From an optimization exercise on the open Yosys and OpenROAD flow, aimed at small area; shortcuts taken in it are not production practice. Where RTL was checked, it was by simulation tests only, not by an equivalence proof against the original. The clock input has no modelled driver; a real chip could not lean on it and would need a root buffer or a full tree. Power is estimated from default activity; no workload was simulated.

== run A ==
## UART
module UART(clk, reset, load, out_port, eight, pen, ohel,
            baud, tx, rx, r_status, r_data, uart_int, uart_ds);
==> module UART, before the edit <==
module UART(clk, reset, load, out_port, eight, pen, ohel,
            baud, tx, rx, r_status, r_data, uart_int, uart_ds);
   input        clk, reset, load, eight, pen, ohel, rx, r_status, r_data;
   input  [3:0] baud;
   input  [7:0] out_port;
   output       tx, uart_int;
   output [7:0] uart_ds;
   reg [18:0] k;
   always @(*)
      case (baud)
         4'd0:    k = 19'd333333;
         4'd1:    k = 19'd83333;
         4'd2:    k = 19'd41667;
         4'd3:    k = 19'd20833;
         4'd4:    k = 19'd10417;
         4'd5:    k = 19'd5208;
         4'd6:    k = 19'd2604;
         4'd7:    k = 19'd1736;
         4'd8:    k = 19'd868;
         4'd9:    k = 19'd434;
         4'd10:   k = 19'd217;
         default: k = 19'd109;
      endcase
   reg        loaddi, tdoit, txrdy;
   reg [11:0] tsr;             
   reg [18:0] tcnt;
   reg  [3:0] tbc;
   wire tbtu  = &(tcnt | ~k);
   wire tdone = (tbc == 4'd11);
   wire tsh   = loaddi | tbtu;
   wire p7    = ^out_port[6:0];
   wire p8    = p7 ^ out_port[7];
   wire b9    = eight ? out_port[7] : (pen ? p7 ^ ohel : 1'b1);
   wire b10   = (eight & pen) ? p8 ^ ohel : 1'b1;
   always @(posedge clk, posedge reset)
      if (reset) begin
         loaddi <= 1'b0;
         tdoit  <= 1'b0;
         txrdy  <= 1'b1;
         tsr[0] <= 1'b1;
      end else begin
         loaddi <= load;
         if (loaddi)     tdoit <= 1'b1;
         else if (tdone) tdoit <= 1'b0;
         if (tdone)      txrdy <= 1'b1;
         else if (load)  txrdy <= 1'b0;
         if (tsh)        tsr[0] <= tsr[1];
      end
   always @(posedge clk)
      if (load)          tsr[11:1] <= {b10, b9, out_port[6:0], 2'b01};
      else if (tsh)      tsr[11:1] <= {1'b1, tsr[11:2]};
   always @(posedge clk)
      if (!tdoit) begin
         tcnt <= 19'd0;
         tbc  <= 4'd0;
      end else if (tbtu) begin
         tcnt <= 19'd0;
         tbc  <= tbc + 4'd1;
      end else
         tcnt <= tcnt + 19'd1;
   assign tx = tsr[0];
   reg        rstart, rdoit;
   reg [18:0] rcnt;
   reg  [3:0] rbc;
   reg  [9:0] rsr;
   reg        rxrdy, perr, ferr, ovf;
   wire        rbtu = rdoit & (&(rcnt | ~{k[18:1], k[0] & ~rstart}));
   wire  [3:0] nbits = (eight & pen) ? 4'd11 : (eight | pen) ? 4'd10 : 4'd9;
   wire        rdone = (rbc == nbits);
   always @(posedge clk, posedge reset)
      if (reset) begin
         rstart <= 1'b0;
         rdoit  <= 1'b0;
      end else if (!rdoit) begin
         rstart <= ~rx;
         rdoit  <= ~rx;
      end else if (rstart) begin
         rstart <= ~rx & ~rbtu;
         rdoit  <= ~rx;
      end else if (rdone)
         rdoit  <= 1'b0;
   always @(posedge clk)
      if (!rdoit) begin
         rcnt <= 19'd0;
         rbc  <= 4'd0;
      end else if (rbtu) begin
         rcnt <= 19'd0;
         rbc  <= rbc + 4'd1;
      end else
         rcnt <= rcnt + {rstart, ~rstart};
   wire       e9 = eight & pen;
   wire       e8 = eight ^ pen;
   wire       rsh = rbtu & ~rstart;
   always @(posedge clk, posedge reset)
      if (reset)
         rsr <= 10'h3ff;
      else if (rsh) begin
         rsr[9]   <= rx;
         rsr[8]   <= e9 ? rsr[9] : rx;
         rsr[7]   <= (e9 | e8) ? rsr[8] : rx;
         rsr[6:0] <= rsr[7:1];
      end
   wire [7:0] rdata  = {eight & rsr[7], rsr[6:0]};
   wire       stopb  = e9 ? rsr[9] : (pen | ~eight) ? ((e8) ? rsr[8] : rsr[7]) : 1'b0;
   wire       perr_s = pen & rdone & (ohel ^ (^rsr[7:0]) ^ (eight & rsr[8]));
   wire       ferr_s = rdone & ~stopb;
   always @(posedge clk, posedge reset)
      if (reset) begin
         rxrdy <= 1'b0;
         perr  <= 1'b0;
         ferr  <= 1'b0;
         ovf   <= 1'b0;
      end else begin
         if (rdone)              rxrdy <= 1'b1;
         else if (r_data)        rxrdy <= 1'b0;
         if (perr_s)             perr  <= 1'b1;
         else if (r_data)        perr  <= 1'b0;
         if (ferr_s)             ferr  <= 1'b1;
         else if (r_data)        ferr  <= 1'b0;
         if (rdone & rxrdy)      ovf   <= 1'b1;
         else if (r_data)        ovf   <= 1'b0;
      end
   reg ed_t, ed_r;
   always @(posedge clk, posedge reset)
      if (reset) begin
         ed_t <= 1'b0;
         ed_r <= 1'b0;
      end else begin
         ed_t <= txrdy;
         ed_r <= rxrdy;
      end
   assign uart_int = (txrdy & ~ed_t) | (rxrdy & ~ed_r);
   assign uart_ds  = r_status ? {3'b0, ovf, ferr, perr, txrdy, rxrdy} : rdata;
endmodule
Settings: LEC_CHECK=0, CAP_MARGIN=20, CORE_MARGIN=2, CORE_UTILIZATION=40, PLACE_DENSITY=0.6, SLEW_MARGIN=20; clock period 10.0 ns.
run.sh (not shown) runs the stock make flow with config.mk's settings and CLKGATE_MAP_FILE= SYNTH_SCRIPT=/design/flow/synth_recipe.tcl, a recipe that flattens the netlist after the stock synthesis.
> inputs changed (run A -> run B)
-- flow/design.v --
<<< run A, line 38
         tdoit  <= 1'b0;
         txrdy  <= 1'b1;
         tsr[0] <= 1'b1;
      end else begin
         loaddi <= load;
>>> run B, line 38
         tdoit  <= 1'b0;
         txrdy  <= 1'b1;
         tsr    <= 12'hfff;
      end else begin
         loaddi <= load;
<<< run A, line 46
         else if (load)  txrdy <= 1'b0;
         if (tsh)        tsr[0] <= tsr[1];
      end
   always @(posedge clk)
      if (load)          tsr[11:1] <= {b10, b9, out_port[6:0], 2'b01};
      else if (tsh)      tsr[11:1] <= {1'b1, tsr[11:2]};
   always @(posedge clk)
      if (!tdoit) begin
>>> run B, line 46
         else if (load)  txrdy <= 1'b0;
         if (tsh)        tsr[0] <= tsr[1];
         if (load)       tsr[11:1] <= {b10, b9, out_port[6:0], 2'b01};
         else if (tsh)   tsr[11:1] <= {1'b1, tsr[11:2]};
      end
   always @(posedge clk)
      if (!tdoit) begin
<<< run A, line 89
      end else
         rcnt <= rcnt + {rstart, ~rstart};
   wire       e9 = eight & pen;
   wire       e8 = eight ^ pen;
   wire       rsh = rbtu & ~rstart;
   always @(posedge clk, posedge reset)
      if (reset)
         rsr <= 10'h3ff;
      else if (rsh) begin
         rsr[9]   <= rx;
         rsr[8]   <= e9 ? rsr[9] : rx;
         rsr[7]   <= (e9 | e8) ? rsr[8] : rx;
         rsr[6:0] <= rsr[7:1];
      end
   wire [7:0] rdata  = {eight & rsr[7], rsr[6:0]};
   wire       stopb  = e9 ? rsr[9] : (pen | ~eight) ? ((e8) ? rsr[8] : rsr[7]) : 1'b0;
   wire       perr_s = pen & rdone & (ohel ^ (^rsr[7:0]) ^ (eight & rsr[8]));
   wire       ferr_s = rdone & ~stopb;
   always @(posedge clk, posedge reset)
      if (reset) begin
>>> run B, line 88
      end else
         rcnt <= rcnt + {rstart, ~rstart};
   always @(posedge clk, posedge reset)
      if (reset)
         rsr <= 10'h3ff;
      else if (rbtu & ~rstart)
         rsr <= {rx, rsr[9:1]};
   wire [7:0] rdata = eight ? (pen ? rsr[7:0] : rsr[8:1])
                            : (pen ? {1'b0, rsr[7:1]} : {1'b0, rsr[8:2]});
   wire       perr_s = pen & rdone & (rsr[8] ^ ohel ^ (^rdata));
   wire       ferr_s = rdone & ~(rsr[9] & ~(eight & ~pen));
   always @(posedge clk, posedge reset)
      if (reset) begin
### Flow results
- Compared with run A, run B shows a higher total clock network power.
- The total placed cells including tap cells reported for run B is greater than that of run A by 11.
- Area growth from synthesis to final layout: lower on run B
- Diff run A -> run B: mean cell area of the mapped netlist saw an increase, design area saw an increase, via count of the first global-routing pass saw an increase, overall die area saw an increase, vias after detailed routing saw an increase.
- Cmp run B and run A / clock network power share / lower: run A
- Total power after layout was higher in the run labelled run B.
- Global-route met1 utilization was lower in run B than in run A.
- Number of DRC violations after detailed-routing iteration 0 (lower): run B
- Run A → run B: die span in x went up by 2.0 µm, adder-cell share of the synthesized area saw a decrease.
No functional check of the RTL was part of any run of this note.

========
== tundra ==
Another version of the RTL of UART (not shown whole).
For scale: roughly 430 cells after synthesis, about 78 flip-flops, ~31 I/O pins, about 3700 um2 of cells after synthesis.
==> module UART, before the edit <==
module UART(clk, reset, load, out_port, eight, pen, ohel,
            baud, tx, rx, r_status, r_data, uart_int, uart_ds);
   input        clk, reset, load, eight, pen, ohel, rx, r_status, r_data;
   input  [3:0] baud;
   input  [7:0] out_port;
   output       tx, uart_int;
   output [7:0] uart_ds;
   reg [18:0] k;
   always @(*)
      case (baud)
         4'd0:    k = 19'd333333;
         4'd1:    k = 19'd83333;
         4'd2:    k = 19'd41667;
         4'd3:    k = 19'd20833;
         4'd4:    k = 19'd10417;
         4'd5:    k = 19'd5208;
         4'd6:    k = 19'd2604;
         4'd7:    k = 19'd1736;
         4'd8:    k = 19'd868;
         4'd9:    k = 19'd434;
         4'd10:   k = 19'd217;
         default: k = 19'd109;
      endcase
   reg        loaddi, tdoit, txbusy;    
   wire       txrdy = ~txbusy;
   reg [10:0] tsr;             
   reg [18:0] tcnt;
   reg  [3:0] tbc;
   wire tbtu  = &(tcnt | ~k);
   wire tdone = (tbc == 4'd11);
   wire p7    = ^out_port[6:0];
   wire p8    = p7 ^ out_port[7];
   wire b9    = eight ? out_port[7] : (pen ? p7 ^ ohel : 1'b1);
   wire b10   = (eight & pen) ? p8 ^ ohel : 1'b1;
   always @(posedge clk, posedge reset)
      if (reset) begin
         loaddi <= 1'b0;
         tdoit  <= 1'b0;
         txbusy <= 1'b0;
         tsr[0] <= 1'b1;
      end else begin
         loaddi <= load;
         if (loaddi)     tdoit <= 1'b1;
         else if (tdone) tdoit <= 1'b0;
         if (tdone)      txbusy <= 1'b0;
         else if (load)  txbusy <= 1'b1;
         if (loaddi)     tsr[0] <= 1'b1;
         else if (tbtu)  tsr[0] <= tsr[1];
      end
   always @(posedge clk)
      if (load)                  tsr[10:1] <= {b10, b9, out_port[6:0], 1'b0};
      else if (tbtu & ~loaddi)   tsr[10:1] <= {1'b1, tsr[10:2]};
   always @(posedge clk)
      if (!tdoit) begin
         tcnt <= 19'd0;
         tbc  <= 4'd0;
      end else if (tbtu) begin
         tcnt <= 19'd0;
         tbc  <= tbc + 4'd1;
      end else
         tcnt <= tcnt + 19'd1;
   assign tx = tsr[0];
   reg        rstart, rdoit;
   reg [18:0] rcnt;
   reg  [3:0] rbc;
   reg  [9:0] rsr;
   reg        rxrdy, perr, ferr, ovf;
   wire        rbtu = rdoit & (&(rcnt | ~{k[18:1], k[0] & ~rstart}));
   wire  [3:0] nbits = (eight & pen) ? 4'd11 : (eight | pen) ? 4'd10 : 4'd9;
   wire        rdone = (rbc == nbits);
   always @(posedge clk, posedge reset)
      if (reset) begin
         rstart <= 1'b0;
         rdoit  <= 1'b0;
      end else if (!rdoit) begin
         rstart <= ~rx;
         rdoit  <= ~rx;
      end else if (rstart) begin
         rstart <= ~rx & ~rbtu;
         rdoit  <= ~rx;
      end else if (rdone)
         rdoit  <= 1'b0;
   always @(posedge clk)
      if (!rdoit) begin
         rcnt <= 19'd0;
         rbc  <= 4'd0;
      end else if (rbtu) begin
         rcnt <= 19'd0;
         rbc  <= rbc + 4'd1;
      end else
         rcnt <= rcnt + {rstart, ~rstart};
   wire       e9 = eight & pen;
   wire       e8 = eight ^ pen;
   wire       rsh = rbtu & ~rstart;
   reg  [9:0] rsr_n;
   always @(posedge clk, posedge reset)
      if (reset)
         rsr_n <= 10'h000;
      else if (rsh) begin
         rsr_n[9]   <= ~rx;
         rsr_n[8]   <= e9 ? rsr_n[9] : ~rx;
         rsr_n[7]   <= (e9 | e8) ? rsr_n[8] : ~rx;
         rsr_n[6:0] <= rsr_n[7:1];
      end
   always @(*) rsr = ~rsr_n;
   wire [7:0] rdata  = {eight & rsr[7], rsr[6:0]};
   wire       stopb  = e9 ? rsr[9] : (pen | ~eight) ? ((e8) ? rsr[8] : rsr[7]) : 1'b0;
   wire       perr_s = pen & rdone & (ohel ^ (^rsr[7:0]) ^ (eight & rsr[8]));
   wire       ferr_s = rdone & ~stopb;
   always @(posedge clk, posedge reset)
      if (reset) begin
         rxrdy <= 1'b0;
         perr  <= 1'b0;
         ferr  <= 1'b0;
         ovf   <= 1'b0;
      end else begin
         if (rdone)              rxrdy <= 1'b1;
         else if (r_data)        rxrdy <= 1'b0;
         if (perr_s)             perr  <= 1'b1;
         else if (r_data)        perr  <= 1'b0;
         if (ferr_s)             ferr  <= 1'b1;
         else if (r_data)        ferr  <= 1'b0;
         if (rdone & rxrdy)      ovf   <= 1'b1;
         else if (r_data)        ovf   <= 1'b0;
      end
   reg ed_t, ed_r;
   always @(posedge clk, posedge reset)
      if (reset) begin
         ed_t <= 1'b0;
         ed_r <= 1'b0;
      end else begin
         ed_t <= txrdy;
         ed_r <= rxrdy;
      end
   assign uart_int = (txrdy & ~ed_t) | (rxrdy & ~ed_r);
   assign uart_ds  = r_status ? {3'b0, ovf, ferr, perr, txrdy, rxrdy} : rdata;
endmodule
==> flow/config.mk <==
export PLATFORM = sky130hd
export DESIGN_NAME = UART
export DESIGN_NICKNAME = UART
export VERILOG_FILES = /design/flow/design.v
export SDC_FILE = /design/flow/constraint.sdc
export NUM_CORES = 4
export LEC_CHECK = 0
export CAP_MARGIN = 20
export CORE_MARGIN = 2
export CORE_UTILIZATION = 40
export PLACE_DENSITY = 0.6
export SLEW_MARGIN = 20
==> flow/constraint.sdc <==
create_clock -name core_clock -period 10.0 [get_ports {clk}]
set_input_delay 2.0000 -clock core_clock [delete_from_list [all_inputs] [get_ports {clk}]]
set_output_delay 2.0000 -clock core_clock [all_outputs]
set_load 0.01 [all_outputs]
standard.sh (not shown) runs the stock make flow with config.mk's settings and CLKGATE_MAP_FILE= SYNTH_SCRIPT=/design/flow/synth_recipe.tcl, a recipe that flattens the netlist after the stock synthesis.
==> flow/flow/run.sh <==
#!/bin/bash
# Layout flow: the standard flow (standard.sh) with
#  - ABC mapping the logic with an area script (flow/my_synth.tcl),
#  - the smallest buffer on the ports,
#  - a one-level clock tree placed by hand (flow/clock_buffers.tcl).
set -euo pipefail
HERE=$(pwd)
export AREA_ABC_SCRIPT=$HERE/flow/abc_area.script
export FLOW_SYNTH_TCL=$HERE/synth_recipe.tcl
export BUFFER_PORTS_ARGS="-buffer_cell sky130_fd_sc_hd__buf_1"
export PRE_CTS_TCL=$HERE/flow/clock_buffers.tcl
export CLK_BUF=${CLK_BUF:-sky130_fd_sc_hd__clkbuf_8}
export CLK_GROUPS=${CLK_GROUPS:-4}
bash standard.sh SYNTH_SCRIPT=$HERE/flow/my_synth.tcl finish > $HERE/flow_make.log 2>&1
Other scripts of this flow, unchanged in this note and not shown: flow/flow/abc_area.script, flow/flow/clock_buffers.tcl, flow/flow/my_synth.tcl
Edits applied to the flow inputs when going from tundra to maple:
diff --git a/flow/design.v b/flow/design.v
--- a/flow/design.v
+++ b/flow/design.v
@@ -103,11 +103,17 @@
          rsr_n[6:0] <= rsr_n[7:1];
       end
    always @(*) rsr = ~rsr_n;
    wire [7:0] rdata  = {eight & rsr[7], rsr[6:0]};
    wire       stopb  = e9 ? rsr[9] : (pen | ~eight) ? ((e8) ? rsr[8] : rsr[7]) : 1'b0;
-   wire       perr_s = pen & rdone & (ohel ^ (^rsr[7:0]) ^ (eight & rsr[8]));
+   reg        rpar;
+   always @(posedge clk, posedge reset)
+      if (reset)
+         rpar <= 1'b0;
+      else if (rsh)
+         rpar <= rpar ^ (e9 ? rsr_n[9] : rsr_n[8]) ^ rsr_n[0];
+   wire       perr_s = pen & rdone & (ohel ^ rpar ^ e9);
    wire       ferr_s = rdone & ~stopb;
    always @(posedge clk, posedge reset)
       if (reset) begin
          rxrdy <= 1'b0;
          perr  <= 1'b0;
## What came out
- maple vs. tundra: total leakage power about even, fraction of the mapped netlist area in adder cells saw little to no change.
- Share of power burned in combinational logic: lower on maple
- Post-layout instance count excluding filler cells, tundra and maple: smaller value in maple
- Wire length of the first global-routing pass, tundra and maple, higher one = tundra.
- [compare] base=tundra new=maple: fmax has decreased, number of gates on the worst path with buffers counted now larger.
- Min hold slack across tundra and maple: tundra
No run of this note takes its clock network from TritonCTS; it comes from the design's own scripts or RTL.

## separate check: timing with driven ports
The results above use ideal ports. As a check the final layouts listed here were re-extracted and re-timed, cells and wires unchanged.
Step 1: set_driving_cell puts a clkbuf_16 on clk and a buf_2 on each other input, an assumption about the parent block.
Step 2 moves the port delays by t, midway between the first and last clock arrival at a register: inputs arrive t later, outputs are due t later. That takes back most of the time a late clock gives input paths.
Slacks: ideal ports / drivers / drivers and shift; pairs: ideal ports / drivers.
run | t (ns) | setup WS [ns] | hold WS [ns] | latest minus earliest clock arrival (ns)
run A | 0.380 | 4.493 / 4.465 / 4.293 | 0.418 / 0.418 / 0.418 | 0.015 / 0.014
run B | 0.384 | 3.771 / 3.735 / 3.735 | 0.439 / 0.439 / 0.439 | 0.016 / 0.015
tundra | 0.234 | 4.668 / 4.711 / 4.477 | 0.395 / 0.395 / 0.395 | 0.006 / 0.005
maple | 0.233 | 4.524 / 4.566 / 4.332 | 0.407 / 0.407 / 0.407 | 0.009 / 0.009
After both steps setup and hold are still met in every run listed. For run A, which loses most, drivers alone change the setup slack by -0.028 ns; drivers and shift together by -0.200 ns.
